Optimization exercise on an open flow, not production practice.
RTL: at most simulated, not proved equivalent.
Function not checked: runs 1 to 7.
Power: default activity.

==> flow/design.v <==
module CPU(
    clk,
    inst,
    reset,
    address,
    out_data,
    store
);
    input clk;
    input reset;
    input [7:0] inst;
    output [7:0] address;
    output [7:0] out_data;
    output store;
    reg [7:0] ir;
    reg [7:0] pc;
    reg [7:0] r0, r1, r2, r3;
    wire [3:0] op = ir[7:4];
    always @(posedge clk) begin
        ir[3:0] <= inst[3:0];
        ir[6]   <= inst[6];
        ir[7]   <= inst[7] & ~reset;
        ir[5]   <= inst[5] | reset;
        ir[4]   <= inst[4] | reset;
    end
    wire [3:0] irn;
    g_inv u_irn0 (.a(ir[0]), .y(irn[0]));
    g_inv u_irn1 (.a(ir[1]), .y(irn[1]));
    g_inv u_irn2 (.a(ir[2]), .y(irn[2]));
    g_inv u_irn3 (.a(ir[3]), .y(irn[3]));
    wire ena, enb, cin;
    g_nand2 u_ena (.a(op[1]), .b(op[0]), .y(ena));
    g_inv   u_enb (.a(op[1]), .y(enb));
    g_or2   u_cin (.a(op[1]), .b(op[0]), .y(cin));
    wire [3:0] na, nb;
    g_nand3 u_na0 (.a(irn[3]), .b(irn[2]), .c(ena), .y(na[0]));
    g_nand3 u_na1 (.a(irn[3]), .b(ir[2]),  .c(ena), .y(na[1]));
    g_nand3 u_na2 (.a(ir[3]),  .b(irn[2]), .c(ena), .y(na[2]));
    g_nand3 u_na3 (.a(ir[3]),  .b(ir[2]),  .c(ena), .y(na[3]));
    g_nand3 u_nb0 (.a(irn[1]), .b(irn[0]), .c(enb), .y(nb[0]));
    g_nand3 u_nb1 (.a(irn[1]), .b(ir[0]),  .c(enb), .y(nb[1]));
    g_nand3 u_nb2 (.a(ir[1]),  .b(irn[0]), .c(enb), .y(nb[2]));
    g_nand3 u_nb3 (.a(ir[1]),  .b(ir[0]),  .c(enb), .y(nb[3]));
    wire [7:0] a, b, bx, alu;
    wire [7:0] c;
    assign c[0] = cin;
    genvar i;
    generate
        for (i = 0; i < 8; i = i + 1) begin : g_bit
            rd_mux u_ma (.r0(r0[i]), .r1(r1[i]), .r2(r2[i]), .r3(r3[i]), .n(na), .y(a[i]));
            rd_mux u_mb (.r0(r0[i]), .r1(r1[i]), .r2(r2[i]), .r3(r3[i]), .n(nb), .y(b[i]));
            g_xor2 u_bx (.a(b[i]), .b(op[0]), .y(bx[i]));
            if (i < 7) begin : g_lo
                g_fa u_fa (.a(a[i]), .b(bx[i]), .ci(c[i]), .s(alu[i]), .co(c[i+1]));
            end else begin : g_hi
                wire t;
                g_xor2 u_x0 (.a(a[i]), .b(c[i]), .y(t));
                g_xor2 u_x1 (.a(t), .b(bx[i]), .y(alu[i]));
            end
        end
    endgenerate
    wire keep, ldr, we, rstn;
    g_inv   u_rstn (.a(reset), .y(rstn));
    g_nor2  u_keep (.a(op[2]), .b(reset), .y(keep));
    g_and2  u_ldr  (.a(op[2]), .b(rstn), .y(ldr));
    g_orn   u_we   (.a(op[3]), .bn(op[1]), .y(we));
    wire [1:0] wdr;
    wire kn;
    g_a22o u_wd0 (.a1(alu[0]), .a2(keep), .b1(ir[0]), .b2(ldr), .y(wdr[0]));
    g_a22o u_wd1 (.a1(alu[1]), .a2(keep), .b1(ir[1]), .b2(ldr), .y(wdr[1]));
    g_or2  u_kn  (.a(op[2]), .b(reset), .y(kn));
    wire [3:0] enn, en;
    g_a31oi u_en0 (.a1(we), .a2(irn[3]), .a3(irn[2]), .b(reset), .y(enn[0]));
    g_a31oi u_en1 (.a1(we), .a2(irn[3]), .a3(ir[2]),  .b(reset), .y(enn[1]));
    g_a31oi u_en2 (.a1(we), .a2(ir[3]),  .a3(irn[2]), .b(reset), .y(enn[2]));
    g_a31oi u_en3 (.a1(we), .a2(ir[3]),  .a3(ir[2]),  .b(reset), .y(enn[3]));
    g_inv u_enp0 (.a(enn[0]), .y(en[0]));
    g_inv u_enp1 (.a(enn[1]), .y(en[1]));
    g_inv u_enp2 (.a(enn[2]), .y(en[2]));
    g_inv u_enp3 (.a(enn[3]), .y(en[3]));
    wire [3:0] ek;
    g_nor2 u_ek0 (.a(enn[0]), .b(kn), .y(ek[0]));
    g_nor2 u_ek1 (.a(enn[1]), .b(kn), .y(ek[1]));
    g_nor2 u_ek2 (.a(enn[2]), .b(kn), .y(ek[2]));
    g_nor2 u_ek3 (.a(enn[3]), .b(kn), .y(ek[3]));
    wire [7:0] d0, d1, d2, d3;
    generate
        for (i = 0; i < 2; i = i + 1) begin : g_rfl
            g_a22o u_d0 (.a1(en[0]), .a2(wdr[i]), .b1(enn[0]), .b2(r0[i]), .y(d0[i]));
            g_a22o u_d1 (.a1(en[1]), .a2(wdr[i]), .b1(enn[1]), .b2(r1[i]), .y(d1[i]));
            g_a22o u_d2 (.a1(en[2]), .a2(wdr[i]), .b1(enn[2]), .b2(r2[i]), .y(d2[i]));
            g_a22o u_d3 (.a1(en[3]), .a2(wdr[i]), .b1(enn[3]), .b2(r3[i]), .y(d3[i]));
        end
        for (i = 2; i < 8; i = i + 1) begin : g_rfh
            g_a22o u_d0 (.a1(ek[0]), .a2(alu[i]), .b1(enn[0]), .b2(r0[i]), .y(d0[i]));
            g_a22o u_d1 (.a1(ek[1]), .a2(alu[i]), .b1(enn[1]), .b2(r1[i]), .y(d1[i]));
            g_a22o u_d2 (.a1(ek[2]), .a2(alu[i]), .b1(enn[2]), .b2(r2[i]), .y(d2[i]));
            g_a22o u_d3 (.a1(ek[3]), .a2(alu[i]), .b1(enn[3]), .b2(r3[i]), .y(d3[i]));
        end
    endgenerate
    always @(posedge clk) begin
        r0 <= d0;
        r1 <= d1;
        r2 <= d2;
        r3 <= d3;
    end
    wire op3n;
    g_inv u_op3n (.a(op[3]), .y(op3n));
    wire [3:0] bi;
    g_nand2 u_b0 (.a(irn[0]), .b(op[3]), .y(bi[0]));
    g_nor2  u_b1 (.a(irn[1]), .b(op3n), .y(bi[1]));
    g_nor2  u_b2 (.a(irn[2]), .b(op3n), .y(bi[2]));
    g_nor2  u_b3 (.a(irn[3]), .b(op3n), .y(bi[3]));
    wire [7:0] npc, pcd, addr;
    wire [7:1] k;
    g_ha  u_p0 (.a(pc[0]), .b(bi[0]), .s(npc[0]), .co(k[1]));
    g_fa  u_p1 (.a(pc[1]), .b(bi[1]), .ci(k[1]), .s(npc[1]), .co(k[2]));
    g_fa  u_p2 (.a(pc[2]), .b(bi[2]), .ci(k[2]), .s(npc[2]), .co(k[3]));
    g_fa  u_p3 (.a(pc[3]), .b(bi[3]), .ci(k[3]), .s(npc[3]), .co(k[4]));
    g_ha  u_p4 (.a(pc[4]), .b(k[4]), .s(npc[4]), .co(k[5]));
    g_ha  u_p5 (.a(pc[5]), .b(k[5]), .s(npc[5]), .co(k[6]));
    g_ha  u_p6 (.a(pc[6]), .b(k[6]), .s(npc[6]), .co(k[7]));
    g_xor2 u_p7 (.a(pc[7]), .b(k[7]), .y(npc[7]));
    generate
        for (i = 0; i < 8; i = i + 1) begin : g_pc
            g_and2 u_pcr (.a(npc[i]), .b(rstn), .y(pcd[i]));
            g_a22o u_adr (.a1(npc[i]), .a2(op[3]), .b1(pc[i]), .b2(op3n), .y(addr[i]));
        end
    endgenerate
    always @(posedge clk)
        pc <= pcd;
    assign store = op[1] & ~op[0];
    assign out_data = alu;
    assign address = addr;
endmodule
module rd_mux(r0, r1, r2, r3, n, y);
    input r0, r1, r2, r3;
    input [3:0] n;
    output y;
    wire x01, x23;
    g_o22ai u_01 (.a1(r0), .a2(n[0]), .b1(r1), .b2(n[1]), .y(x01));
    g_o22ai u_23 (.a1(r2), .a2(n[2]), .b1(r3), .b2(n[3]), .y(x23));
    g_nor2  u_y  (.a(x01), .b(x23), .y(y));
endmodule
module g_inv(a, y);
    input a; output y;
    assign y = ~a;
endmodule
module g_nand2(a, b, y);
    input a, b; output y;
    assign y = ~(a & b);
endmodule
module g_nor2(a, b, y);
    input a, b; output y;
    assign y = ~(a | b);
endmodule
module g_or2(a, b, y);
    input a, b; output y;
    assign y = a | b;
endmodule
module g_and2(a, b, y);
    input a, b; output y;
    assign y = a & b;
endmodule
module g_orn(a, bn, y);
    input a, bn; output y;
    assign y = a | ~bn;
endmodule
module g_nand3(a, b, c, y);
    input a, b, c; output y;
    assign y = ~(a & b & c);
endmodule
module g_xor2(a, b, y);
    input a, b; output y;
    assign y = a ^ b;
endmodule
module g_o22ai(a1, a2, b1, b2, y);
    input a1, a2, b1, b2; output y;
    assign y = ~((a1 | a2) & (b1 | b2));
endmodule
module g_a22o(a1, a2, b1, b2, y);
    input a1, a2, b1, b2; output y;
    assign y = (a1 & a2) | (b1 & b2);
endmodule
module g_a31oi(a1, a2, a3, b, y);
    input a1, a2, a3, b; output y;
    assign y = ~((a1 & a2 & a3) | b);
endmodule
module g_ha(a, b, s, co);
    input a, b; output s, co;
    assign s = a ^ b;
    assign co = a & b;
endmodule
module g_fa(a, b, ci, s, co);
    input a, b, ci; output s, co;
    assign s = a ^ b ^ ci;
    assign co = (a & b) | (ci & (a ^ b));
endmodule
==> flow/flow/run.sh <==
#!/bin/bash
set -e
export BUFFER_PORTS_ARGS="-buffer_cell sky130_fd_sc_hd__buf_1"
export CTS_ARGS="-sink_clustering_enable -repair_clock_nets -buf_list sky130_fd_sc_hd__clkbuf_8 -sink_clustering_size 30 -dont_use_dummy_load"
bash standard.sh > standard.log 2>&1
==> flow/standard.sh <==
#!/bin/bash
# synth_recipe.tcl (not shown) runs the flow's synth.tcl, then flattens the netlist and writes it again
# the make line also repeats each setting of config.mk as NAME=value (left out here)
make -C /OpenROAD-flow-scripts/flow DESIGN_CONFIG=/design/flow/config.mk WORK_HOME=/design/flow/orfs CLKGATE_MAP_FILE= SYNTH_SCRIPT=/design/flow/synth_recipe.tcl "${@:-finish}"
==> flow/config.mk <==
export PLATFORM = sky130hd
export DESIGN_NAME = CPU
export DESIGN_NICKNAME = CPU
export VERILOG_FILES = /design/flow/design.v
export SDC_FILE = /design/flow/constraint.sdc
export NUM_CORES = 4
export LEC_CHECK = 0
export CAP_MARGIN = 20
export CORE_MARGIN = 2
export CORE_UTILIZATION = 40
export GPL_TIMING_DRIVEN = 0
export SLEW_MARGIN = 20
export SYNTH_HIERARCHICAL = 1
==> flow/constraint.sdc <==
create_clock -name core_clock -period 6.0 [get_ports {clk}]
set_input_delay 1.2000 -clock core_clock [delete_from_list [all_inputs] [get_ports {clk}]]
set_output_delay 1.2000 -clock core_clock [all_outputs]
set_load 0.01 [all_outputs]
==> results of run 1 <==
==> cell usage in the layout (no fill, tap or decap), types with 2 or more instances in the layout <==
cell	netlist	final
and2_1	9	9
nor2b_1	2	2
dfxtp_1	48	43
fa_2	0	2
buf_4	0	5
or2_1	4	4
o22ai_1	32	32
inv_4	0	2
nand3_4	0	8
a31oi_1	4	2
a22o_1	42	42
dfxtp_2	0	3
xor2_2	0	2
fa_1	10	8
buf_1	0	25
clkbuf_8	0	5
inv_1	11	6
nor2_1	24	24
ha_1	4	4
inv_2	0	2
xor2_1	11	9
dfxtp_4	0	2
a31oi_2	0	2
==> metal layers <==
metal | GRT usage, % | wire length, um | up-vias
met5 | 0 | 0 | -
met4 | 8.93 | 75 | 0
met3 | 4.53 | 337 | 7
met2 | 29.2 | 2540 | 49
met1 | 25.6 | 2530 | 897
li1 | - | - | 873
==> repair_timing <==
action / 4_1_cts / 5_1_grt
setup buffers: 1 / 4
hold buffers: 0 / 0
pin swaps: 0 / 2
endpoints found under the setup margin: 2 / 1
endpoints found under the hold margin: 0 / 0
gates resized for setup: 31 / 8
==> flip-flops by register name, summed over array words and instances (netlist names) <==
| signal | cells |
|---|---|
| ir | 8 |
| pc | 8 |
| r1 | 8 |
| r3 | 8 |
| r2 | 8 |
| r0 | 8 |
==> per-module statistics from Yosys (local to each module, per instance), a selection <==
module,area [um2],cells
CPU,986,52
g_ha,12.5,1
g_a22o,8.76,1
g_a31oi,6.26,1
g_orn,6.26,1
g_nand2,3.75,1
==> metrics by stage <==
| stage | cell area (um2) | utilization (%) | hold WS [ns] | TNS (ns) | power (mW) |
|---|---|---|---|---|---|
| after floorplan | 2180 | - | 0.464 | 0 | 0.591 |
| after global placement | 2360 | 45.7 | 0.477 | -0.173 | 0.661 |
| after detailed placement | 2360 | 45.7 | 0.484 | -0.218 | 0.664 |
| after CTS | 2570 | 49.7 | 0.505 | 0 | 0.861 |
| after global routing | 2630 | 50.9 | 0.518 | 0 | 0.917 |
| final | 2630 | 50.9 | 0.505 | 0 | 0.862 |
==> how the worst max path moves through the flow <==
stage	startpoint	endpoint	cells after the start
after global routing	ir[0]$_DFF_P_	out_data[7]	15
final	ir[0]$_DFF_P_	out_data[7]	15
after global placement	ir[4]$_DFF_P_	out_data[7]	14
after floorplan	ir[4]$_DFF_P_	out_data[7]	13
after CTS	ir[5]$_DFF_P_	out_data[7]	15
after detailed placement	ir[4]$_DFF_P_	out_data[7]	14
==> final cells by class <==
cell class,count,share of cell area [%]
clock buffers,5,2.61
inverters,11,1.95
multi-input cells,153,50.0
flip-flops and latches,48,36.9
well taps,70,3.33
repair buffers,31,5.18
==> report_power, final <==
group / switching, mW / internal (mW) / leakage [nW] / total [mW]
registers: 0.0435 / 0.368 / 0.396 / 0.411
clock network: 0.0967 / 0.0753 / 0.0359 / 0.172
logic: 0.152 / 0.126 / 0.600 / 0.278
total: 0.292 / 0.569 / 1.03 / 0.862
==> kinds of logic (layout without fill, tap and decap cells) <==
group / after synthesis / in the layout / share of synthesized area [%]
XOR/XNOR: 11 / 11 / 4.42
buffers and inverters: 11 / 47 / 1.89
flip-flops: 48 / 48 / 44.1
adder cells (fa/ha/maj): 14 / 14 / 11.5
AO/OA/AOI/OAI: 78 / 78 / 27.2
AND/OR/NAND/NOR: 50 / 50 / 10.9
==> worst max-delay path, cell delays in order, from the launching register on <==
cell     delay (ns)
dfxtp_2        0.37
inv_2          0.12
nand3_4        0.14
o22ai_1        0.20
nor2_1         0.07
xor2_1         0.15
fa_1           0.42
fa_1           0.39
fa_1           0.41
fa_1           0.40
fa_1           0.41
fa_2           0.36
fa_2           0.36
xor2_2         0.20
xor2_2         0.18
buf_2          0.15
==> impl_metrics.toml, run 1 <==
[sta]
timing_hold_violations_final = 0
slew_viol_final = 0
slew_headroom_pct = 28.6
finalCriticalPeriod_ns = 5.84
fmax_mhz = 171
setup-violations-final = 0
tightest_slew_ns = 1.07
finalCritPeriodShare_pct = 97.4
rsz0062_at_grt = "no"
fin_ws_ns = 0.157
skew_ns = 0.0252

[synth]
async_flop_share_pct = 0
ys_seq_area_share_pct = 44.1
ys_warn_count = 7
syn-cell-area_um2 = 2180
synth_top_area_share_pct = 44.1
syn_nets = 236
synth_ff_type = "dfxtp_1"
synth_top_area_cell = "dfxtp_1"
syn_inst = 212
ys_ff_latch = 48
synth.top_cells.by_count = "dfxtp_1, a22o_1, o22ai_1, nor2_1"
synth_most_common_cell = "dfxtp_1"
ys_types = 15
synth_edf_count = 0
syn_avg_cell_area_um2 = 10.3
synth_area_leaders = "dfxtp_1, a22o_1, fa_1, o22ai_1, xor2_1"

[global_route]
grt_pass1_vias = 1787
overflow = 0
grt_pass1_wl_um = 8830
grt_max_degree = 16
grt_usage_pct = 19.1
antenna_found_initial = 0

[final_layout]
num-fill-cells = 497
fin_nets = 274
seqCellArea_um2 = 972
area_growth_syn_to_layout_pct = 20.8
n_antenna_cell = 0
multi_input_area_um2 = 1320
instances_no_fill = 318
drive_above_1_share_pct = 14.5

[setup_path]
cp_data_required_time_ns = 4.80
end_kind = "primary output"
arrival_ns = 4.64
r2r_cells = 16
critical_path_class = "reg2out"
startpoint_type = "flip-flop"
worstReg2RegStart = "ir[0]$_DFF_P_"
worstReg2RegEnd = "r3[7]$_DFF_P_"
crit_fanout = 8
rrSetupSlack_ns = 1.35

[cts]
cts_root_buffer = "clkbuf_8"
cts_max_path_buffers = 2
clk_pin_slew_worst_paths_ns = 0.07
cts_buffers = 5
insertion_delay_ns = 0.30
clock_sinks = 48
h-tree-depth = 2
cts_tree = "done"

[floorplan]
coreArea_um2 = 5170
fp.dieArea_um2 = 6060
ios = 27
fp-row-count = 26
die_h_um = 77.8
die_w_um = 77.8
start_util_pct = 42.1

[pwr]
cellPowerDensity_nw_per_um2 = 327
p_leak_nw = 1.03
max-vdd-ir-drop_v = 0.000179

[hold_path]
hold_start = "r0[6]$_DFF_P_"
hold_end = "r0[6]$_DFF_P_"
hold_path_class = "reg2reg"
min_path_cells = 1

[placed_design]
dp_worst_setup_slack_ns = -0.218
hpwlAfterDp_um = 3510
placedCellCount = 308
io_buffers = 26
gp_congestion = 0.830

[detailed_routing]
detail_route.vias_per_cell = 5.74
num_vias = 1826
drtIter0Drc = 103
drtPass1Iterations = 4
ant_nets = 0
drt_wl_total_um = 5480
drc = 0
wl_per_cell_um = 17.2

[run]
maxCapViolCount = 0

[outcome]
status = "timing/DRC/antenna clean"
==> run 2, diff against run 1 <==
--- a/flow/config.mk
+++ b/flow/config.mk
@@ -10,3 +10,2 @@
 export CORE_UTILIZATION = 40
-export GPL_TIMING_DRIVEN = 0
 export SLEW_MARGIN = 20
==> impl_metrics.toml, run 2 <==
[outcome]
status = "timing/DRC/antenna clean"

[synth]
synth_most_common_cell = "dfxtp_1"
synth_top_area_share_pct = 44.1
ys_seq_area_share_pct = 44.1
synthXorXnorAreaFrac_pct = 4.42
synth_fa_ha_area_share_pct = 11.5
synth_ff_type = "dfxtp_1"
synth_edf_count = 0
ys_types = 15
async_flop_share_pct = 0
syn_avg_cell_area_um2 = 10.3
muxShareOfSynthArea_pct = 0
synth_top_family_by_area = "compound AO/OA/AOI/OAI gates"
syn_nets = 236
synth-compound-area-share_pct = 27.2
synth.top_cells.by_count = "dfxtp_1, a22o_1, o22ai_1, nor2_1"
syn_inst = 212
ys_ff_latch = 48
synth_top_area_cell = "dfxtp_1"
ys_warn_count = 7
synth_area_leaders = "dfxtp_1, a22o_1, fa_1, o22ai_1, xor2_1"
syn-cell-area_um2 = 2180
synth-simple-area-share_pct = 10.9

[floorplan]
fp.dieArea_um2 = 6060
die_w_um = 77.8
ios = 27
start_util_pct = 42.1
coreArea_um2 = 5170
die_h_um = 77.8
fp-row-count = 26

[cts]
clock_sinks = 48
cts_tree = "done"
cts.repair_timing.setup_buffer_count = 0
clk_pin_slew_worst_paths_ns = 0.09
cts_buffers = 5
h-tree-depth = 2
cts_max_path_buffers = 2
insertion_delay_ns = 0.30
cts_root_buffer = "clkbuf_8"

[setup_path]
crit_fanout = 4
rrSetupSlack_ns = 1.43
cp_data_required_time_ns = 4.80
max_stage_delay_ns = 0.41
worstReg2RegEnd = "r0[7]$_DFF_P_"
endpoint = "out_data[7]"
cp_top_family = "adder cells"
crit_chain = "inv_1 -> nand3_1 -> o22ai_2 -> nor2_1 -> xor2_1 -> fa_1 -> fa_1 -> fa_1 -> fa_1 -> fa_1 -> fa_1 -> fa_1 -> xor2_1 -> xor2_1 -> buf_2"
worst-path-stages = 15
end_kind = "primary output"
critical_path_class = "reg2out"
arrival_ns = 4.59
r2r_cells = 16
startpoint = "ir[1]$_DFF_P_"
path_buf_inv = 2
crit_slowest_cell = "fa_1"
worstReg2RegStart = "ir[1]$_DFF_P_"
startpoint_type = "flip-flop"
crit_top_cell = "fa_1"

[detailed_routing]
drt_wl_total_um = 5600
drtIter0Drc = 136
drc = 0
num_vias = 1887
ant_nets = 0
drtPass1Iterations = 5
detail_route.vias_per_cell = 5.77
wl_per_cell_um = 17.1

[sta]
slew_headroom_pct = 59.8
slew_viol_final = 0
skew_ns = 0.0243
finalCriticalPeriod_ns = 5.79
tightest_slew_ns = 0.600
fin_ws_ns = 0.209
timing_hold_violations_final = 0
setup-violations-final = 0
finalCritPeriodShare_pct = 96.5
fmax_mhz = 173
tns_ns = 0
rsz0062_at_grt = "no"

[hold_path]
min_path_cells = 1
hold_path_class = "reg2reg"

[final_layout]
final_common_cell = "dfxtp_1"
num-fill-cells = 513
area_growth_syn_to_layout_pct = 16.8
fin_area_um2 = 2550
drive_above_1_share_pct = 9.34
fin_nets = 283
mostFrequentLayoutCells = "dfxtp_1, a22o_1, o22ai_1, buf_1, nor2_1"
n_antenna_cell = 0

[global_route]
grt_pass1_wl_um = 9290
grt_max_degree = 15
grt_usage_pct = 20.1
antenna_found_initial = 0
grt_pass1_vias = 1786
overflow = 0

[placed_design]
gp_congestion = 0.794
hpwlAfterDp_um = 3890
dp_worst_setup_slack_ns = 0.516
dpl-instance-area_um2 = 2470
io_buffers = 26

[run]
maxCapViolCount = 0

[pwr]
max-vdd-ir-drop_v = 0.000206
p_leak_nw = 1.06
cellPowerDensity_nw_per_um2 = 333
==> run 2: cell families after synthesis <==
| family | count (synthesis) |
|---|---|
| compound gates | 78 |
| simple gates | 50 |
| flops | 48 |
| fa+ha+maj | 14 |
| xor+xnor | 11 |
| buf+inv | 11 |
==> run 2: layer usage <==
layer  track usage [%]  wire [um]
met1              29.0       2560
met2              28.8       2490
met3              5.81        466
met4              6.07         74
met5                 0          0
==> run 2: final cells by class <==
cell class	instances	area [um2]	area share, %
clock buffers	5	68.8	2.70
inverters	11	41.3	1.62
flip-flops and latches	48	961	37.7
well taps	70	87.6	3.44
multi-input cells	153	1180	46.5
repair buffers	40	204	8.01
==> run 2: worst min-delay path by stage <==
stage | end | from | slack (ns)
floorplan | r1[0]$_DFF_P_ | r1[0]$_DFF_P_ | 0.46
global placement | r3[5]$_DFF_P_ | r3[5]$_DFF_P_ | 0.48
detailed placement | r3[6]$_DFF_P_ | r3[6]$_DFF_P_ | 0.48
CTS | r1[2]$_DFF_P_ | r1[2]$_DFF_P_ | 0.51
global route | r1[2]$_DFF_P_ | r1[2]$_DFF_P_ | 0.52
finish | r1[7]$_DFF_P_ | r1[7]$_DFF_P_ | 0.51
==> run 2: repair_timing <==
item	4_1_cts	5_1_grt
setup endpoints to repair	0	1
resized for setup	0	6
hold buffers	0	0
==> run 2: report_power, final <==
| group | switching (mW) | internal, mW | leakage (nW) | total (mW) |
|---|---|---|---|---|
| clock | 0.0947 | 0.0753 | 0.0359 | 0.170 |
| combinational | 0.147 | 0.122 | 0.630 | 0.269 |
| sequential | 0.0420 | 0.368 | 0.396 | 0.410 |
==> run 2: per-module statistics from Yosys (local to each module, per instance), a selection <==
module,flip-flops and latches,cells inside,copies in the design
g_ha,0,1,4
g_a22o,0,1,42
g_nand3,0,1,8
g_xor2,0,1,11
g_nand2,0,1,2
g_and2,0,1,9
g_nor2,0,1,24
g_fa,0,1,10
g_inv,0,1,11
g_o22ai,0,1,32
g_a31oi,0,1,4
CPU,48,52,1
g_orn,0,1,1
g_or2,0,1,2
==> run 2: per-stage QoR <==
stage / std cells / power, mW / utilization [%] / hold slack (ns)
after floorplan: 212 / 0.591 / - / 0.464
after global placement: 322 / 0.678 / 47.8 / 0.478
after detailed placement: 322 / 0.681 / 47.8 / 0.484
after CTS: 327 / 0.853 / 49.1 / 0.508
after global routing: 327 / 0.908 / 49.2 / 0.521
final: 327 / 0.849 / 49.2 / 0.508
==> run 3, diff against run 2 <==
--- a/flow/flow/run.sh
+++ b/flow/flow/run.sh
@@ -4,2 +4,3 @@
 export CTS_ARGS="-sink_clustering_enable -repair_clock_nets -buf_list sky130_fd_sc_hd__clkbuf_8 -sink_clustering_size 30 -dont_use_dummy_load"
+export GPL_KEEP_OVERFLOW=0
 bash standard.sh > standard.log 2>&1
==> impl_metrics.toml, run 3 <==
[synth]
ys_ff_latch = 48
syn_avg_cell_area_um2 = 10.3
ys_seq_area_share_pct = 44.1
synth_most_common_cell = "dfxtp_1"
ys_types = 15
ys_warn_count = 7
synth-simple-area-share_pct = 10.9
synthXorXnorAreaFrac_pct = 4.42
synth_top_family_by_area = "compound AO/OA/AOI/OAI gates"
muxShareOfSynthArea_pct = 0
synth-compound-area-share_pct = 27.2
synth_edf_count = 0
synth_top_area_cell = "dfxtp_1"
synth_ff_type = "dfxtp_1"
syn_inst = 212
syn-cell-area_um2 = 2180
synth_top_area_share_pct = 44.1
synth_area_leaders = "dfxtp_1, a22o_1, fa_1, o22ai_1, xor2_1"
synth.top_cells.by_count = "dfxtp_1, a22o_1, o22ai_1, nor2_1"
syn_nets = 236
synth_fa_ha_area_share_pct = 11.5
async_flop_share_pct = 0

[floorplan]
coreArea_um2 = 5170
die_w_um = 77.8
start_util_pct = 42.1
fp-row-count = 26
ios = 27
die_h_um = 77.8
fp.dieArea_um2 = 6060

[global_route]
grt_max_degree = 16
antenna_found_initial = 0
grt_pass1_wl_um = 9070
grt_usage_pct = 19.2
grt_pass1_vias = 1734
overflow = 0

[pwr]
cellPowerDensity_nw_per_um2 = 331
pwr-share-seq_pct = 47.9
swShare_pct = 33.8
p_leak_nw = 1.02
p_sw_uw = 293
comb_power_share_pct = 32.7
max-vdd-ir-drop_v = 0.000187
p_clk_share_pct = 19.4
p_int_uw = 573

[sta]
tns_ns = 0
slew_headroom_pct = 23.4
timing_hold_violations_final = 0
rsz0062_at_grt = "no"
slew_viol_final = 0
tightest_slew_ns = 1.14
skew_ns = 0.0261
holdWs_ns = 0.509
fin_ws_ns = 0.237
setup-violations-final = 0
finalCritPeriodShare_pct = 96.1
finalCriticalPeriod_ns = 5.76
fmax_mhz = 174

[run]
maxCapViolCount = 0

[detailed_routing]
ant_nets = 0
drtPass1Iterations = 5
drtIter0Drc = 127
drt_wl_total_um = 5440
drc = 0
num_vias = 1832
wl_per_cell_um = 17.3
detail_route.vias_per_cell = 5.82

[cts]
clk_pin_slew_worst_paths_ns = 0.09
cts_buffers = 5
h-tree-depth = 2
holdBufCountCts = 0
clock_sinks = 48
cts_root_buffer = "clkbuf_8"
insertion_delay_ns = 0.30
cts_max_path_buffers = 2
cts_tree = "done"

[setup_path]
rrSetupSlack_ns = 1.32
critical_path_class = "reg2out"
r2r_cells = 17
arrival_ns = 4.56
crit_fanout = 8
end_kind = "primary output"
cp_data_required_time_ns = 4.80
startpoint_type = "flip-flop"

[placed_design]
hpwlAfterDp_um = 3630
dp_worst_setup_slack_ns = -0.0670
placedCellCount = 308
io_buffers = 26
gp_congestion = 0.851

[final_layout]
n_antenna_cell = 0
final_util_pct = 50.5
mostFrequentLayoutCells = "a22o_1, dfxtp_1, o22ai_1, buf_1, nor2_1"
fin_nets = 271
drive_above_1_share_pct = 14.3
area_growth_syn_to_layout_pct = 19.8
instances_no_fill = 315

[hold_path]
hold_path_class = "reg2reg"
min_path_cells = 1

[outcome]
status = "timing/DRC/antenna clean"
[run 3: area by class of cell]
class                      instances  area [um2]
sequential                        48         971
inverter                          11        46.3
multi-input combinational        153        1320
timing repair buffer              28         114
clock buffer                       5        68.8
tap                               70        87.6
fill                             494        2560
[run 3: final timing paths]
check	start	to
worst max-delay path	ir[5]$_DFF_P_	out_data[7]
worst min register to register	r2[0]$_DFF_P_	r2[0]$_DFF_P_
worst min-delay path	r2[0]$_DFF_P_	r2[0]$_DFF_P_
worst max register to register	ir[5]$_DFF_P_	r1[7]$_DFF_P_
[run 3: metrics by stage]
stage | area, um2 | total power [mW]
2_1_floorplan | 2180 | 0.591
3_3_place_gp | 2360 | 0.669
3_5_place_dp | 2360 | 0.668
4_1_cts | 2550 | 0.853
5_1_grt | 2610 | 0.925
6_report | 2610 | 0.865
[run 3: cells by family (layout without fill, tap and decap cells)]
family / count (synthesis) / in the layout
buffers and inverters: 11 / 44
XOR/XNOR: 11 / 11
adder cells (fa/ha/maj): 14 / 14
AND/OR/NAND/NOR: 50 / 50
flip-flops: 48 / 48
AO/OA/AOI/OAI: 78 / 78
[run 3: critical path, stage by stage, from the launching register on]
cell and delay, ns:
dfxtp_2 0.37, inv_4 0.12, nand3_4 0.14, o22ai_1 0.19, nor2_1 0.08, xor2_1 0.15
fa_1 0.42, fa_2 0.35, fa_1 0.38, fa_1 0.38, fa_1 0.38, fa_1 0.41
fa_2 0.37, xor2_2 0.17, xor2_2 0.18, clkbuf_2 0.16
[run 3: repair_timing]
item	4_1_cts	5_1_grt
pin swaps	0	1
setup buffers	1	1
resized for setup	22	16
endpoints found under the setup margin	2	2
[run 3: power by group through the flow]
stage | clock network (mW) | registers, mW | logic, mW
floorplan | 0 | 0.405 | 0.186
global placement | 0 | 0.419 | 0.250
detailed placement | 0 | 0.416 | 0.252
CTS | 0.174 | 0.412 | 0.267
global route | 0.188 | 0.422 | 0.315
finish | 0.168 | 0.414 | 0.283
[run 3: metal layers]
metal	track usage (%)	share of wire [%]	vias to the layer above
met5	0	0	-
met4	7.68	1.9	0
met3	4.65	6.6	11
met2	27.3	45	70
met1	27.9	47	876
li1	-	-	875
[run 3: per-module statistics from Yosys, one instance, submodules excluded, excerpt]
module | cell area (um2) | times used | flip-flops and latches
g_nand2 | 3.75 | 2 | 0
g_a31oi | 6.26 | 4 | 0
g_inv | 3.75 | 11 | 0
g_a22o | 8.76 | 42 | 0
g_xor2 | 8.76 | 11 | 0
g_orn | 6.26 | 1 | 0
g_nor2 | 3.75 | 24 | 0
CPU | 986 | 1 | 48
g_o22ai | 6.26 | 32 | 0
g_nand3 | 5.00 | 8 | 0
g_or2 | 6.26 | 2 | 0
==> run 4, diff against run 3 <==
==> flow/flow/run.sh (replaced) <==
#!/bin/bash
set -e
export BUFFER_PORTS_ARGS="-buffer_cell sky130_fd_sc_hd__buf_1"
export CTS_ARGS="-sink_clustering_enable -repair_clock_nets -buf_list sky130_fd_sc_hd__clkbuf_8 -sink_clustering_size 30 -dont_use_dummy_load"
bash standard.sh > standard.log 2>&1
--- a/flow/config.mk
+++ b/flow/config.mk
@@ -9,3 +9,3 @@
 export CORE_MARGIN = 2
-export CORE_UTILIZATION = 40
+export CORE_UTILIZATION = 65
 export SLEW_MARGIN = 20
==> impl_metrics.toml, run 4 <==
[synth]
syn-cell-area_um2 = 2180
syn_inst = 212
synth_edf_count = 0
synth_top_area_cell = "dfxtp_1"
ys_warn_count = 7
ys_ff_latch = 48
ys_seq_area_share_pct = 44.1
syn_avg_cell_area_um2 = 10.3
syn_nets = 236
async_flop_share_pct = 0
synth_top_area_share_pct = 44.1
synth.top_cells.by_count = "dfxtp_1, a22o_1, o22ai_1, nor2_1"
ys_types = 15
synth_most_common_cell = "dfxtp_1"
synth_ff_type = "dfxtp_1"
synth_area_leaders = "dfxtp_1, a22o_1, fa_1, o22ai_1, xor2_1"

[cts]
clock_sinks = 48
cts_root_buffer = "clkbuf_8"
insertion_delay_ns = 0.30
cts_max_path_buffers = 2
clk_pin_slew_worst_paths_ns = 0.09
cts_buffers = 5
h-tree-depth = 2
cts_tree = "done"

[setup_path]
crit_top_cell = "fa_1"
startpoint_type = "flip-flop"
cp_data_required_time_ns = 4.80
crit_fanout = 4
arrival_ns = 4.58
path_buf_inv = 2
end_kind = "primary output"
max_stage_delay_ns = 0.43
crit_chain = "inv_1 -> nand3_1 -> o22ai_1 -> nor2_1 -> xor2_1 -> fa_1 -> fa_1 -> fa_2 -> fa_1 -> fa_1 -> fa_1 -> fa_2 -> xor2_2 -> xor2_2 -> clkbuf_2"
critical_path_class = "reg2out"
crit_slowest_cell = "fa_1"
cp_top_family = "adder cells"

[detailed_routing]
dr_wl_met2_um = 2670
drtIter0Drc = 280
num_vias = 1984
drtPass1Iterations = 5
drc = 0
m1WireLength_um = 2370
ant_nets = 0
drt_wl_total_um = 5770
met3_length_um = 561
detail_route.vias_per_cell = 6.55
wl_per_cell_um = 19.1
top_layer = "met4"

[sta]
slew_headroom_pct = 58.3
holdWs_ns = 0.508
finalCriticalPeriod_ns = 5.78
fin_ws_ns = 0.217
skew_ns = 0.0163
fmax_mhz = 173
tightest_slew_ns = 0.624
finalCritPeriodShare_pct = 96.4
setup-violations-final = 0
tns_ns = 0
slew_viol_final = 0
timing_hold_violations_final = 0

[run]
maxCapViolCount = 0

[hold_path]
hold_path_class = "reg2reg"

[floorplan]
fp-row-count = 21
start_util_pct = 66.4
coreArea_um2 = 3280
ios = 27
die_w_um = 61.9
fp.dieArea_um2 = 3830
die_h_um = 61.9

[global_route]
grt_pass1_wl_um = 8740
antenna_found_initial = 0
grt_pass1_vias = 1871
grt_usage_pct = 32.5
overflow = 0
grt_max_degree = 16

[final_layout]
num-fill-cells = 251
multi_input_area_um2 = 1200
fin_nets = 283
n_antenna_cell = 0
drive_above_1_share_pct = 10.1
seqCellArea_um2 = 962
instances_no_fill = 303
final_common_cell = "dfxtp_1"
area_growth_syn_to_layout_pct = 16.1
mostFrequentLayoutCells = "dfxtp_1, a22o_1, o22ai_1, buf_1, nor2_1"

[outcome]
status = "timing/DRC/antenna clean"

[placed_design]
hpwlAfterDp_um = 4000
io_buffers = 26
gp_congestion = 0.852
placedCellCount = 297
dp_worst_setup_slack_ns = 0.335

[pwr]
p_leak_nw = 1.06
power_uw = 859
cellPowerDensity_nw_per_um2 = 340
max-vdd-ir-drop_v = 0.000210
run 4: cell counts after synthesis:
Identical to the previous run, type by type.
run 4: area by class of cell:
type | count | area share [%]
clock buffers | 5 | 2.72
repair buffers | 40 | 8.06
multi-input cells | 153 | 47.3
inverters | 11 | 1.63
flip-flops and latches | 48 | 38.0
well taps | 46 | 2.27
run 4: cells by family (layout without fill, tap and decap cells):
kind of cell / count (synthesis) / after routing / share of synthesized area [%]
compound gates: 78 / 78 / 27.2
xor+xnor: 11 / 11 / 4.42
fa+ha+maj: 14 / 14 / 11.5
buf+inv: 11 / 56 / 1.89
flops: 48 / 48 / 44.1
simple gates: 50 / 50 / 10.9
run 4: layer usage:
| metal | global-route usage [%] | up-vias |
|---|---|---|
| li1 | - | 890 |
| met1 | 40.9 | 943 |
| met2 | 51.7 | 127 |
| met3 | 7.66 | 24 |
| met4 | 17.3 | 0 |
| met5 | 0 | - |
run 4: where the power goes:
part	total [mW]	switching (mW)	internal, mW
logic	0.274	0.149	0.125
registers	0.411	0.0429	0.368
clock network	0.175	0.0992	0.0753
total	0.859	0.291	0.569
run 4: repair_timing:
action | in CTS | in global routing
endpoints found under the hold margin | 0 | 0
resized for setup | 1 | 6
cloned | 0 | 0
hold buffers | 0 | 0
buffers inserted | 0 | 1
pin swaps | 0 | 1
endpoints found under the setup margin | 1 | 1
run 4: modules after synthesis, one instance, submodules excluded, a selection:
module	cells inside	times used	flip-flops and latches
g_orn	1	1	0
g_fa	1	10	0
g_nor2	1	24	0
g_a31oi	1	4	0
g_ha	1	4	0
g_xor2	1	11	0
g_inv	1	11	0
g_a22o	1	42	0
g_o22ai	1	32	0
CPU	52	1	48
g_and2	1	9	0
g_or2	1	2	0
g_nand3	1	8	0
run 4: final timing paths:
kind / cells after the start / endpoint / slack [ns] / from
worst min-delay path: 1 / r3[3]$_DFF_P_ / 0.51 / r3[3]$_DFF_P_
worst max-delay path: 15 / out_data[7] / 0.22 / ir[1]$_DFF_P_
worst min register to register: 1 / r3[3]$_DFF_P_ / 0.51 / r3[3]$_DFF_P_
worst max register to register: 16 / r2[7]$_DFF_P_ / 1.51 / ir[1]$_DFF_P_
run 4: through the flow:
step	instance area (um2)	utilization (%)
2_1_floorplan	2180	-
3_3_place_gp	2430	74.1
3_5_place_dp	2430	74.1
4_1_cts	2510	76.4
5_1_grt	2530	77.1
6_report	2530	77.1
==> run 5, diff against run 4 <==
==> flow/flow/run.sh (replaced) <==
#!/bin/bash
set -e
export BUFFER_PORTS_ARGS="-buffer_cell sky130_fd_sc_hd__buf_1"
export CTS_ARGS="-sink_clustering_enable -repair_clock_nets -root_buf sky130_fd_sc_hd__clkbuf_8 -buf_list sky130_fd_sc_hd__clkbuf_4 -sink_clustering_size 30 -dont_use_dummy_load"
bash standard.sh > standard.log 2>&1
--- a/flow/config.mk
+++ b/flow/config.mk
@@ -7,6 +7,6 @@
 export LEC_CHECK = 0
-export CAP_MARGIN = 20
+export CAP_MARGIN = 0
 export CORE_MARGIN = 2
-export CORE_UTILIZATION = 65
-export SLEW_MARGIN = 20
+export CORE_UTILIZATION = 40
+export SLEW_MARGIN = 0
 export SYNTH_HIERARCHICAL = 1
==> impl_metrics.toml, run 5 <==
[final_layout]
final_common_cell = "dfxtp_1"
n_antenna_cell = 0
instances_no_fill = 327
area_growth_syn_to_layout_pct = 16.8
fin_nets = 283
drive_above_1_share_pct = 9.34
fin_area_um2 = 2550
mostFrequentLayoutCells = "dfxtp_1, a22o_1, o22ai_1, buf_1, nor2_1"

[global_route]
grt_pass1_wl_um = 9290
grt_usage_pct = 20.1
grt_pass1_vias = 1786
overflow = 0
antenna_found_initial = 0
grtUsageMet3_pct = 5.81
grt_max_degree = 15
met2_usage_pct = 28.8
busiest_layer = "met1"
gr-usage-met1_pct = 29.0

[floorplan]
ios = 27
coreArea_um2 = 5170
fp.dieArea_um2 = 6060
start_util_pct = 42.1
die_h_um = 77.8
fp-row-count = 26
die_w_um = 77.8

[sta]
tightest_slew_ns = 0.600
tns_ns = 0
fmax_mhz = 173
slew_viol_final = 0
setup-violations-final = 0
skew_ns = 0.0243
rsz0062_at_grt = "no"
slew_headroom_pct = 59.8
finalCritPeriodShare_pct = 96.5
timing_hold_violations_final = 0
finalCriticalPeriod_ns = 5.79

[run]
maxCapViolCount = 0

[setup_path]
critical_path_class = "reg2out"
max_stage_delay_ns = 0.41
worst-path-stages = 15
r2r_cells = 16
crit_top_cell = "fa_1"
crit_fanout = 4
cp_data_required_time_ns = 4.80
end_kind = "primary output"
arrival_ns = 4.59
crit_chain = "inv_1 -> nand3_1 -> o22ai_2 -> nor2_1 -> xor2_1 -> fa_1 -> fa_1 -> fa_1 -> fa_1 -> fa_1 -> fa_1 -> fa_1 -> xor2_1 -> xor2_1 -> buf_2"
crit_slowest_cell = "fa_1"
cp_top_family = "adder cells"
startpoint_type = "flip-flop"
path_buf_inv = 2

[cts]
clk_pin_slew_worst_paths_ns = 0.09
cts_max_path_buffers = 2
cts_root_buffer = "clkbuf_8"
clock_sinks = 48
h-tree-depth = 2
insertion_delay_ns = 0.30
cts_tree = "done"
cts_buffers = 5
holdBufCountCts = 0

[synth]
async_flop_share_pct = 0
synth_ff_type = "dfxtp_1"
syn-cell-area_um2 = 2180
syn_inst = 212
synth_most_common_cell = "dfxtp_1"
synth_top_area_cell = "dfxtp_1"
synth.top_cells.by_count = "dfxtp_1, a22o_1, o22ai_1, nor2_1"
synth_top_area_share_pct = 44.1
synth_area_leaders = "dfxtp_1, a22o_1, fa_1, o22ai_1, xor2_1"
ys_types = 15
synth_edf_count = 0
ys_ff_latch = 48
syn_nets = 236
ys_warn_count = 7
syn_avg_cell_area_um2 = 10.3
ys_seq_area_share_pct = 44.1

[placed_design]
hpwlAfterDp_um = 3890
gp_congestion = 0.794
dpl-instance-area_um2 = 2470
io_buffers = 26
placedCellCount = 322

[detailed_routing]
drtIter0Drc = 136
drc = 0
drtPass1Iterations = 5
num_vias = 1887
drt_wl_total_um = 5600
ant_nets = 0
wl_per_cell_um = 17.1
detail_route.vias_per_cell = 5.77

[outcome]
status = "timing/DRC/antenna clean"

[hold_path]
min_path_cells = 1
hold_path_class = "reg2reg"

[pwr]
cellPowerDensity_nw_per_um2 = 333
max-vdd-ir-drop_v = 0.000206
p_leak_nw = 1.06
==> run 5: report_power, final <==
part / internal, mW / switching [mW]
Combinational: 0.122 / 0.147
Clock: 0.0753 / 0.0947
Sequential: 0.368 / 0.0420
Total: 0.565 / 0.284
==> run 5: routing by layer <==
metal	vias to the layer above	wire [um]
met4	0	74
met1	900	2560
met3	8	466
li1	892	-
met5	-	0
met2	87	2490
==> run 5: repair_timing <==
action,in CTS,in global routing
setup endpoints to repair,0,1
resized for setup,0,6
buffers inserted,0,0
==> run 5: cell families after synthesis <==
kind of cell | after synthesis | synth area share [%]
xor+xnor | 11 | 4.42
buf+inv | 11 | 1.89
simple gates | 50 | 10.9
compound gates | 78 | 27.2
fa+ha+maj | 14 | 11.5
flops | 48 | 44.1
==> run 5: worst register-to-register path, stage by stage (launching register included) <==
cell     delay (ns)
dfxtp_1        0.34
inv_1          0.10
nand3_1        0.12
o22ai_2        0.20
nor2_1         0.07
xor2_1         0.15
fa_1           0.41
fa_1           0.39
fa_1           0.39
fa_1           0.40
fa_1           0.40
fa_1           0.40
fa_1           0.38
xor2_1         0.16
xor2_1         0.17
buf_4          0.16
a22o_1         0.20
==> run 5: area by class of cell <==
class	count	area [um2]
multi-input combinational	153	1180
tap	70	87.6
sequential	48	961
clock buffer	5	68.8
timing repair buffer	40	204
inverter	11	41.3
fill	513	2630
==> run 5: final timing paths <==
| kind | startpoint | end | slack, ns |
|---|---|---|---|
| worst max-delay path | ir[1]$_DFF_P_ | out_data[7] | 0.21 |
| worst min-delay path | r1[7]$_DFF_P_ | r1[7]$_DFF_P_ | 0.51 |
| worst min register to register | r1[7]$_DFF_P_ | r1[7]$_DFF_P_ | 0.51 |
| worst max register to register | ir[1]$_DFF_P_ | r0[7]$_DFF_P_ | 1.43 |
==> run 5: through the flow <==
step / setup WS (ns) / hold slack, ns / utilization (%) / power [mW]
after floorplan: 0.493 / 0.464 / - / 0.591
after global placement: 0.578 / 0.478 / 47.8 / 0.678
after detailed placement: 0.516 / 0.484 / 47.8 / 0.681
after CTS: 0.155 / 0.508 / 49.1 / 0.853
after global routing: 0.00793 / 0.521 / 49.2 / 0.908
final: 0.209 / 0.508 / 49.2 / 0.849
==> run 5: per-module statistics from Yosys (local to each module, per instance), excerpt <==
module	area, um2	cells
g_nand3	5.00	1
g_inv	3.75	1
g_xor2	8.76	1
g_and2	6.26	1
g_nor2	3.75	1
g_orn	6.26	1
g_fa	20.0	1
g_o22ai	6.26	1
g_or2	6.26	1
g_ha	12.5	1
CPU	986	52
==> run 6, diff against run 5 <==
--- a/flow/design.v
+++ b/flow/design.v
@@ -56,4 +56,4 @@
                 wire t;
-                g_xor2 u_x0 (.a(a[i]), .b(c[i]), .y(t));
-                g_xor2 u_x1 (.a(t), .b(bx[i]), .y(alu[i]));
+                g_xor2 u_x0 (.a(a[i]), .b(bx[i]), .y(t));
+                g_xor2 u_x1 (.a(t), .b(c[i]), .y(alu[i]));
             end
==> flow/flow/run.sh (replaced) <==
#!/bin/bash
set -e
export BUFFER_PORTS_ARGS="-buffer_cell sky130_fd_sc_hd__buf_1"
export CTS_ARGS="-sink_clustering_enable -repair_clock_nets -buf_list sky130_fd_sc_hd__clkbuf_8 -sink_clustering_size 30 -dont_use_dummy_load"
bash standard.sh > standard.log 2>&1
--- a/flow/config.mk
+++ b/flow/config.mk
@@ -7,6 +7,6 @@
 export LEC_CHECK = 0
-export CAP_MARGIN = 0
+export CAP_MARGIN = 20
 export CORE_MARGIN = 2
 export CORE_UTILIZATION = 40
-export SLEW_MARGIN = 0
+export SLEW_MARGIN = 20
 export SYNTH_HIERARCHICAL = 1
==> impl_metrics.toml, run 6 <==
[outcome]
status = "timing/DRC/antenna clean"

[final_layout]
mostFrequentLayoutCells = "dfxtp_1, a22o_1, o22ai_1, buf_1, nor2_1"
num-fill-cells = 485
drive_above_1_share_pct = 7.09
fin_nets = 280
final_common_cell = "dfxtp_1"
n_antenna_cell = 0
fin_area_um2 = 2530
area_growth_syn_to_layout_pct = 16.0
instances_no_fill = 324
seqCellArea_um2 = 961
multi_input_area_um2 = 1190

[setup_path]
cp_data_required_time_ns = 4.80
critical_path_class = "reg2out"
crit_slowest_cell = "fa_1"
crit_fanout = 8
max_stage_delay_ns = 0.41
startpoint_type = "flip-flop"
arrival_ns = 4.57
end_kind = "primary output"
crit_chain = "inv_1 -> nand3_2 -> o22ai_1 -> nor2_1 -> xor2_1 -> fa_1 -> fa_1 -> fa_1 -> fa_1 -> fa_1 -> fa_1 -> fa_1 -> xor2_2 -> buf_1"
crit_top_cell = "fa_1"

[detailed_routing]
drtIter0Drc = 98
drtPass1Iterations = 4
ant_nets = 0
drt_wl_total_um = 5300
drc = 0
wl_per_cell_um = 16.4
detail_route.vias_per_cell = 5.60
num_vias = 1815

[floorplan]
ios = 27
die_h_um = 77.8
fp-row-count = 26
fp.dieArea_um2 = 6060
die_w_um = 77.8
coreArea_um2 = 5170
start_util_pct = 42.1

[synth]
syn_nets = 236
synth_top_family_by_area = "compound AO/OA/AOI/OAI gates"
async_flop_share_pct = 0
synth-compound-area-share_pct = 27.2
syn_inst = 212
synth_top_area_cell = "dfxtp_1"
synth_edf_count = 0
syn-cell-area_um2 = 2180
synth_most_common_cell = "dfxtp_1"
ys_ff_latch = 48
synth_ff_type = "dfxtp_1"
synth.top_cells.by_count = "dfxtp_1, a22o_1, o22ai_1, nor2_1"
syn_avg_cell_area_um2 = 10.3
ys_warn_count = 7
synth_area_leaders = "dfxtp_1, a22o_1, fa_1, o22ai_1, xor2_1"
synthXorXnorAreaFrac_pct = 4.42
ys_types = 15
synth_fa_ha_area_share_pct = 11.5
ys_seq_area_share_pct = 44.1
synth_top_area_share_pct = 44.1
synth-simple-area-share_pct = 10.9
muxShareOfSynthArea_pct = 0

[global_route]
grt_max_degree = 14
overflow = 0
antenna_found_initial = 0
grt_pass1_vias = 1734
grt_usage_pct = 18.9
grt_pass1_wl_um = 8760

[placed_design]
dp_worst_setup_slack_ns = 0.299
io_buffers = 26
hpwlAfterDp_um = 3750
dpl-instance-area_um2 = 2440
placedCellCount = 318
gp_congestion = 0.862

[sta]
fmax_mhz = 173
finalCriticalPeriod_ns = 5.77
slew_viol_final = 0
timing_hold_violations_final = 0
tightest_slew_ns = 1.00
tns_ns = 0
finalCritPeriodShare_pct = 96.1
setup-violations-final = 0
rsz0062_at_grt = "no"
slew_headroom_pct = 32.9
skew_ns = 0.00859
holdWs_ns = 0.504
fin_ws_ns = 0.234

[cts]
cts_max_path_buffers = 2
clk_pin_slew_worst_paths_ns = 0.08
cts_tree = "done"
insertion_delay_ns = 0.31
h-tree-depth = 2
cts_root_buffer = "clkbuf_8"
holdBufCountCts = 0
cts_buffers = 5
clock_sinks = 48

[pwr]
p_leak_nw = 1.05
max-vdd-ir-drop_v = 0.000143
cellPowerDensity_nw_per_um2 = 336

[hold_path]
hold_path_class = "reg2reg"

[run]
maxCapViolCount = 0
-- run 6: logic make-up (layout without fill, tap and decap cells) --
family / count (synthesis) / in the layout
AOI/OAI and AO/OA: 78 / 78
and+or+nand+nor: 50 / 50
DFF: 48 / 48
adders and majority gates: 14 / 14
xor gates and xnor gates: 11 / 11
buffers and inverters: 11 / 53
-- run 6: Yosys stat by module (local to each module, per instance), excerpt --
module   area, um2  cells  flops+latches  times used
g_ha          12.5      1              0           4
g_xor2        8.76      1              0          11
g_o22ai       6.26      1              0          32
CPU            986     52             48           1
g_nand2       3.75      1              0           2
g_fa          20.0      1              0          10
g_and2        6.26      1              0           9
g_a31oi       6.26      1              0           4
g_nand3       5.00      1              0           8
g_a22o        8.76      1              0          42
g_inv         3.75      1              0          11
g_orn         6.26      1              0           1
g_nor2        3.75      1              0          24
-- run 6: worst paths after layout --
path / start / depth (start not counted) / endpoint / slack, ns
worst min-delay path: r1[5]$_DFF_P_ / 1 / r1[5]$_DFF_P_ / 0.50
worst min register to register: r1[5]$_DFF_P_ / 1 / r1[5]$_DFF_P_ / 0.50
worst max register to register: ir[5]$_DFF_P_ / 15 / r0[7]$_DFF_P_ / 1.47
worst max-delay path: ir[5]$_DFF_P_ / 14 / out_data[7] / 0.23
-- run 6: area by class of cell --
cell class,instances,area share [%]
inverters,11,1.63
flip-flops and latches,48,38.0
clock buffers,5,2.72
multi-input cells,153,47.1
repair buffers,37,7.13
well taps,70,3.46
-- run 6: worst max-delay path: cells and delay by family, from the launching register on --
family	cells	cell delay [ns]
simple gates	2	0.28
flops	1	0.35
xor+xnor	2	0.36
fa+ha+maj	7	2.76
buf+inv	2	0.30
compound gates	1	0.19
-- run 6: metrics by stage --
| step | power [mW] | util, % |
|---|---|---|
| 3_3_place_gp | 0.669 | 47.2 |
| 5_1_grt | 0.901 | 48.9 |
| 4_1_cts | 0.847 | 48.6 |
| 2_1_floorplan | 0.590 | - |
| 3_5_place_dp | 0.671 | 47.2 |
| 6_report | 0.850 | 48.9 |
-- run 6: routing by layer --
layer | vias to the layer above | part of all wire (%) | GRT usage [%]
li1 | 885 | - | -
met1 | 856 | 46 | 26.9
met2 | 66 | 44 | 27.9
met3 | 8 | 8.3 | 3.84
met4 | 0 | 1.5 | 7.50
met5 | - | 0 | 0
-- run 6: report_power, final --
part	internal (mW)	switching, mW
registers	0.368	0.0409
logic	0.119	0.147
clock network	0.0752	0.0996
total	0.563	0.288
-- run 6: timing repair --
action,4_1_cts,5_1_grt
resized for setup,1,1
setup buffers,0,1
setup endpoints to repair,1,2
pin swaps,0,1
==> run 7, diff against run 6 <==
--- a/flow/design.v
+++ b/flow/design.v
@@ -34,3 +34,7 @@
     g_or2   u_cin (.a(op[1]), .b(op[0]), .y(cin));
-    wire [3:0] na, nb;
+    wire [3:0] na, nb, nbl;
+    g_nand3 u_nbl0 (.a(irn[1]), .b(irn[0]), .c(enb), .y(nbl[0]));
+    g_nand3 u_nbl1 (.a(irn[1]), .b(ir[0]),  .c(enb), .y(nbl[1]));
+    g_nand3 u_nbl2 (.a(ir[1]),  .b(irn[0]), .c(enb), .y(nbl[2]));
+    g_nand3 u_nbl3 (.a(ir[1]),  .b(ir[0]),  .c(enb), .y(nbl[3]));
     g_nand3 u_na0 (.a(irn[3]), .b(irn[2]), .c(ena), .y(na[0]));
@@ -50,3 +54,3 @@
             rd_mux u_ma (.r0(r0[i]), .r1(r1[i]), .r2(r2[i]), .r3(r3[i]), .n(na), .y(a[i]));
-            rd_mux u_mb (.r0(r0[i]), .r1(r1[i]), .r2(r2[i]), .r3(r3[i]), .n(nb), .y(b[i]));
+            rd_mux u_mb (.r0(r0[i]), .r1(r1[i]), .r2(r2[i]), .r3(r3[i]), .n(i < 2 ? nbl : nb), .y(b[i]));
             g_xor2 u_bx (.a(b[i]), .b(op[0]), .y(bx[i]));
==> impl_metrics.toml, run 7 <==
[outcome]
status = "timing/DRC/antenna clean"

[final_layout]
fin_area_um2 = 2530
seqCellArea_um2 = 961
mostFrequentLayoutCells = "dfxtp_1, a22o_1, o22ai_1, buf_1, nor2_1"
n_antenna_cell = 0
fin_nets = 282
multi_input_area_um2 = 1200
final_common_cell = "dfxtp_1"
num-fill-cells = 512
drive_above_1_share_pct = 5.86
area_growth_syn_to_layout_pct = 15.0

[sta]
finalCritPeriodShare_pct = 96.2
tns_ns = 0
slew_headroom_pct = 57.2
finalCriticalPeriod_ns = 5.77
timing_hold_violations_final = 0
slew_viol_final = 0
rsz0062_at_grt = "no"
tightest_slew_ns = 0.640
fmax_mhz = 173
setup-violations-final = 0
skew_ns = 0.0206

[setup_path]
r2r_cells = 14
startpoint = "ir[5]$_DFF_P_"
crit_fanout = 8
worstReg2RegEnd = "r0[7]$_DFF_P_"
rrSetupSlack_ns = 1.62
cp_top_family = "adder cells"
worstReg2RegStart = "ir[5]$_DFF_P_"
startpoint_type = "flip-flop"
critical_path_class = "reg2out"
arrival_ns = 4.57
max_stage_delay_ns = 0.41
crit_chain = "inv_1 -> nand3_1 -> o22ai_1 -> nor2_1 -> xor2_1 -> fa_1 -> fa_1 -> fa_1 -> fa_1 -> fa_1 -> fa_1 -> fa_1 -> xor2_2 -> buf_1"
path_buf_inv = 2
crit_slowest_cell = "fa_1"
end_kind = "primary output"
cp_data_required_time_ns = 4.80
crit_top_cell = "fa_1"

[floorplan]
start_util_pct = 42.3
fp.dieArea_um2 = 6110
ios = 27
die_h_um = 78.2
coreArea_um2 = 5200
die_w_um = 78.2
fp-row-count = 26

[placed_design]
hpwlAfterDp_um = 3860
io_buffers = 26
gp_congestion = 0.897
dpl-instance-area_um2 = 2450

[pwr]
p_leak_nw = 1.04
cellPowerDensity_nw_per_um2 = 334
max-vdd-ir-drop_v = 0.000179

[global_route]
grt_pass1_wl_um = 9240
overflow = 0
antenna_found_initial = 0
grt_pass1_vias = 1760
grt_usage_pct = 19.8
grt_max_degree = 16

[detailed_routing]
ant_nets = 0
wl_per_cell_um = 17.3
drtPass1Iterations = 4
num_vias = 1858
drc = 0
drtIter0Drc = 147
drt_wl_total_um = 5640
detail_route.vias_per_cell = 5.70

[run]
maxCapViolCount = 0

[synth]
muxShareOfSynthArea_pct = 0
ys_ff_latch = 48
syn_avg_cell_area_um2 = 10.2
synth-compound-area-share_pct = 27.0
synth_fa_ha_area_share_pct = 11.4
synth_area_leaders = "dfxtp_1, a22o_1, fa_1, o22ai_1, xor2_1"
syn-cell-area_um2 = 2200
ys_seq_area_share_pct = 43.7
synth-simple-area-share_pct = 11.7
ys_warn_count = 7
synth.top_cells.by_count = "dfxtp_1, a22o_1, o22ai_1, nor2_1, nand3_1"
synth_top_area_share_pct = 43.7
synthXorXnorAreaFrac_pct = 4.38
synth_most_common_cell = "dfxtp_1"
ys_types = 15
syn_nets = 240
syn_inst = 216
async_flop_share_pct = 0
synth_edf_count = 0
synth_ff_type = "dfxtp_1"
synth_top_family_by_area = "compound AO/OA/AOI/OAI gates"
synth_top_area_cell = "dfxtp_1"

[cts]
cts.repair_timing.setup_buffer_count = 0
insertion_delay_ns = 0.31
clock_sinks = 48
cts_root_buffer = "clkbuf_8"
cts_max_path_buffers = 2
cts_tree = "done"
clk_pin_slew_worst_paths_ns = 0.09
h-tree-depth = 2
cts_buffers = 5

[hold_path]
hold_path_class = "reg2reg"
hold_end = "r1[2]$_DFF_P_"
hold_start = "r1[2]$_DFF_P_"
min_path_cells = 1
[run 7: cell count changes after synthesis, sizes merged]
cell / previous run / this run
nand3: 8 / 12
[run 7: worst max-delay path by stage]
stage / endpoint / slack (ns) / cells past startpoint
after floorplan: out_data[7] / 0.67 / 12
after global placement: out_data[7] / 0.54 / 14
after detailed placement: out_data[7] / 0.49 / 14
after CTS: out_data[7] / 0.15 / 14
after global routing: out_data[7] / 0.01 / 14
final: out_data[7] / 0.23 / 14
[run 7: area by class of cell]
cell class	count	area share, %
sequential	48	38.0
clock buffer	5	2.72
tap	70	3.46
timing repair buffer	35	6.53
multi-input combinational	157	47.6
inverter	11	1.63
[run 7: stage by stage]
| stage | cells | total power [mW] | hold WS [ns] | setup WS [ns] | util [%] |
|---|---|---|---|---|---|
| detailed placement | 321 | 0.672 | 0.482 | 0.494 | 47.1 |
| floorplan | 216 | 0.591 | 0.464 | 0.670 | - |
| finish | 326 | 0.845 | 0.506 | 0.230 | 48.6 |
| global route | 326 | 0.899 | 0.520 | 0.0111 | 48.6 |
| global placement | 321 | 0.672 | 0.483 | 0.543 | 47.1 |
| CTS | 326 | 0.845 | 0.508 | 0.152 | 48.4 |
[run 7: what timing repair did]
item	in CTS	in global routing
setup endpoints to repair	0	1
hold buffers	0	0
gates resized for setup	0	1
[run 7: report_power, final]
| part | switching (mW) | leakage, nW | internal [mW] |
|---|---|---|---|
| Clock | 0.0992 | 0.0359 | 0.0753 |
| Sequential | 0.0419 | 0.396 | 0.368 |
| Combinational | 0.147 | 0.612 | 0.114 |
[run 7: cell families after synthesis]
group / count (synthesis)
AOI/OAI and AO/OA: 78
xor gates and xnor gates: 11
adders and majority gates: 14
buffers and inverters: 11
DFF: 48
and+or+nand+nor: 54
[run 7: layer usage]
layer	vias up	wire length, um	part of all wire (%)	global-route usage, %
li1	894	-	-	-
met1	860	2690	48	28.7
met2	92	2350	42	27.6
met3	12	504	8.9	5.29
met4	0	95	1.7	8.25
met5	-	0	0	0
[run 7: modules after synthesis (local to each module, per instance), excerpt]
module / copies in the design / cells inside / flip-flops and latches
CPU: 1 / 52 / 48
g_a22o: 42 / 1 / 0
g_a31oi: 4 / 1 / 0
g_and2: 9 / 1 / 0
g_fa: 10 / 1 / 0
g_ha: 4 / 1 / 0
g_inv: 11 / 1 / 0
g_nand2: 2 / 1 / 0
g_nand3: 12 / 1 / 0
g_nor2: 24 / 1 / 0
g_o22ai: 32 / 1 / 0
g_or2: 2 / 1 / 0
g_orn: 1 / 1 / 0
g_xor2: 11 / 1 / 0
[run 7: worst register-to-register path, cell delays in order, from the launching register on]
cell and delay, ns:
dfxtp_1 0.35, inv_1 0.18, nand3_1 0.13, o22ai_1 0.19, nor2_1 0.08, xor2_1 0.15
fa_1 0.41, fa_1 0.40, fa_1 0.39, fa_1 0.39, fa_1 0.38, fa_1 0.39
fa_1 0.41, xor2_2 0.19, a22o_1 0.23
==> run 8, diff against run 7 <==
--- a/flow/design.v
+++ b/flow/design.v
@@ -34,3 +34,7 @@
     g_or2   u_cin (.a(op[1]), .b(op[0]), .y(cin));
-    wire [3:0] na, nb, nbl;
+    wire [3:0] na, nb, nal, nbl;
+    g_nand3 u_nal0 (.a(irn[3]), .b(irn[2]), .c(ena), .y(nal[0]));
+    g_nand3 u_nal1 (.a(irn[3]), .b(ir[2]),  .c(ena), .y(nal[1]));
+    g_nand3 u_nal2 (.a(ir[3]),  .b(irn[2]), .c(ena), .y(nal[2]));
+    g_nand3 u_nal3 (.a(ir[3]),  .b(ir[2]),  .c(ena), .y(nal[3]));
     g_nand3 u_nbl0 (.a(irn[1]), .b(irn[0]), .c(enb), .y(nbl[0]));
@@ -53,3 +57,3 @@
         for (i = 0; i < 8; i = i + 1) begin : g_bit
-            rd_mux u_ma (.r0(r0[i]), .r1(r1[i]), .r2(r2[i]), .r3(r3[i]), .n(na), .y(a[i]));
+            rd_mux u_ma (.r0(r0[i]), .r1(r1[i]), .r2(r2[i]), .r3(r3[i]), .n(i < 2 ? nal : na), .y(a[i]));
             rd_mux u_mb (.r0(r0[i]), .r1(r1[i]), .r2(r2[i]), .r3(r3[i]), .n(i < 2 ? nbl : nb), .y(b[i]));
@@ -60,4 +64,4 @@
                 wire t;
-                g_xor2 u_x0 (.a(a[i]), .b(bx[i]), .y(t));
-                g_xor2 u_x1 (.a(t), .b(c[i]), .y(alu[i]));
+                g_xor2 u_x0 (.a(a[i]), .b(c[i]), .y(t));
+                g_xor2 u_x1 (.a(t), .b(bx[i]), .y(alu[i]));
             end
--- a/flow/flow/run.sh
+++ b/flow/flow/run.sh
@@ -4,2 +4,3 @@
 export CTS_ARGS="-sink_clustering_enable -repair_clock_nets -buf_list sky130_fd_sc_hd__clkbuf_8 -sink_clustering_size 30 -dont_use_dummy_load"
+export GPL_KEEP_OVERFLOW=0
 bash standard.sh > standard.log 2>&1
==> impl_metrics.toml, run 8 <==
[outcome]
status = "timing/DRC/antenna clean"

[placed_design]
placedCellCount = 318
gp_congestion = 0.815
hpwlAfterDp_um = 3690

[synth]
ys_seq_area_share_pct = 43.3
synth_top_area_share_pct = 43.3
async_flop_share_pct = 0
ys_types = 15
synth_ff_type = "dfxtp_1"
syn_avg_cell_area_um2 = 10.1
synth_edf_count = 0
synth_most_common_cell = "dfxtp_1"
syn_inst = 220
ys_warn_count = 7
synth.top_cells.by_count = "dfxtp_1, a22o_1, o22ai_1, nor2_1, nand3_1"

[pwr]
comb_power_share_pct = 32.1
p_int_uw = 568
p_leak_nw = 1.02
swShare_pct = 34.0
max-vdd-ir-drop_v = 0.000142
cellPowerDensity_nw_per_um2 = 340
p_clk_share_pct = 19.8
p_sw_uw = 292

[hold_path]
hold_start = "r1[4]$_DFF_P_"
hold_path_class = "reg2reg"
min_path_cells = 1
hold_end = "r1[4]$_DFF_P_"

[final_layout]
instances_no_fill = 326
mostFrequentLayoutCells = "dfxtp_1, a22o_1, o22ai_1, buf_1, nor2_1"
fin_nets = 280
n_antenna_cell = 0
final_common_cell = "dfxtp_1"
drive_above_1_share_pct = 8.27

[setup_path]
crit_fanout = 8
critical_path_class = "reg2out"
cp_data_required_time_ns = 4.80
end_kind = "primary output"
startpoint_type = "flip-flop"
rrSetupSlack_ns = 1.50

[detailed_routing]
wl_per_cell_um = 15.6
drtIter0Drc = 189
num_vias = 1824
ant_nets = 0
detail_route.vias_per_cell = 5.60

[global_route]
met2_usage_pct = 23.6
busiest_layer = "met1"
grt_pass1_vias = 1657
grt_pass1_wl_um = 8450
grtUsageMet3_pct = 3.91
grt_usage_pct = 17.7
grt_max_degree = 14
antenna_found_initial = 0

[sta]
rsz0062_at_grt = "no"
skew_ns = 0.0118
timing_hold_violations_final = 0
fmax_mhz = 175
tightest_slew_ns = 1.02
finalCriticalPeriod_ns = 5.71
slew_viol_final = 0
slew_headroom_pct = 31.9

[floorplan]
fp.dieArea_um2 = 6160
start_util_pct = 40.8
coreArea_um2 = 5440
fp-row-count = 27
die_w_um = 78.5
ios = 27

[cts]
cts_max_path_buffers = 2
clk_pin_slew_worst_paths_ns = 0.08
h-tree-depth = 2
cts_root_buffer = "clkbuf_8"

[run]
maxCapViolCount = 0
==> run 8: Yosys stat by module, one instance, submodules excluded, excerpt <==
module,cells inside,times used
g_fa,1,10
g_ha,1,4
g_xor2,1,11
g_or2,1,2
g_nor2,1,24
g_and2,1,9
g_a31oi,1,4
g_a22o,1,42
g_o22ai,1,32
CPU,52,1
g_inv,1,11
g_nand2,1,2
g_nand3,1,16
g_orn,1,1
==> run 8: layout make-up <==
type	count	area share, %
clock buffers	5	2.72
multi-input cells	161	49.2
well taps	72	3.56
inverters	11	1.63
repair buffers	29	4.80
flip-flops and latches	48	38.1
==> run 8: what timing repair did <==
item	CTS	global route
pin swaps	1	2
endpoints found under the setup margin	1	2
buffers inserted	1	2
hold buffers	0	0
resized for setup	3	11
==> run 8: power groups by stage <==
| stage | Clock, mW | Combinational, mW | Sequential, mW |
|---|---|---|---|
| 6_report | 0.171 | 0.276 | 0.413 |
| 5_1_grt | 0.190 | 0.304 | 0.420 |
| 4_1_cts | 0.177 | 0.267 | 0.411 |
| 3_5_place_dp | 0 | 0.257 | 0.416 |
| 3_3_place_gp | 0 | 0.254 | 0.418 |
| 2_1_floorplan | 0 | 0.188 | 0.405 |
==> run 8: cells by family after synthesis <==
group | count (synthesis) | share of synthesized area, %
AOI/OAI and AO/OA | 78 | 26.7
xor gates and xnor gates | 11 | 4.34
adders and majority gates | 14 | 11.3
buffers and inverters | 11 | 1.86
DFF | 48 | 43.3
and+or+nand+nor | 58 | 12.5
==> run 8: metal layers <==
layer,vias to the layer above,routed length (um)
met5,-,0
met4,0,95
met3,9,293
met2,68,2100
met1,845,2600
li1,902,-
==> run 8: critical path: stages (launching register included) <==
cell and delay, ns:
dfxtp_2 0.36, inv_2 0.11, nand3_1 0.11, o22ai_1 0.19, nor2_1 0.08, xor2_1 0.15, fa_1 0.43, fa_1 0.39
fa_1 0.39, fa_2 0.35, fa_1 0.38, fa_1 0.40, fa_2 0.37, xor2_2 0.18, xor2_2 0.17, clkbuf_2 0.15
==> run 8: worst max path at each step <==
stage | cells past startpoint | end | startpoint
finish | 15 | out_data[7] | ir[5]$_DFF_P_
global route | 15 | out_data[7] | ir[5]$_DFF_P_
CTS | 15 | out_data[7] | ir[5]$_DFF_P_
detailed placement | 14 | out_data[7] | ir[4]$_DFF_P_
global placement | 14 | out_data[7] | ir[4]$_DFF_P_
floorplan | 13 | out_data[7] | ir[4]$_DFF_P_
==> run 8: per-stage QoR <==
step / hold WS, ns / area, um2 / setup slack [ns] / util [%] / power (mW)
floorplan: 0.464 / 2220 / 0.555 / - / 0.594
finish: 0.509 / 2530 / 0.294 / 46.5 / 0.860
global route: 0.524 / 2530 / 0.0474 / 46.5 / 0.914
global placement: 0.480 / 2410 / 0.158 / 44.3 / 0.672
detailed placement: 0.486 / 2410 / 0.111 / 44.3 / 0.673
CTS: 0.505 / 2490 / 0.0370 / 45.9 / 0.855
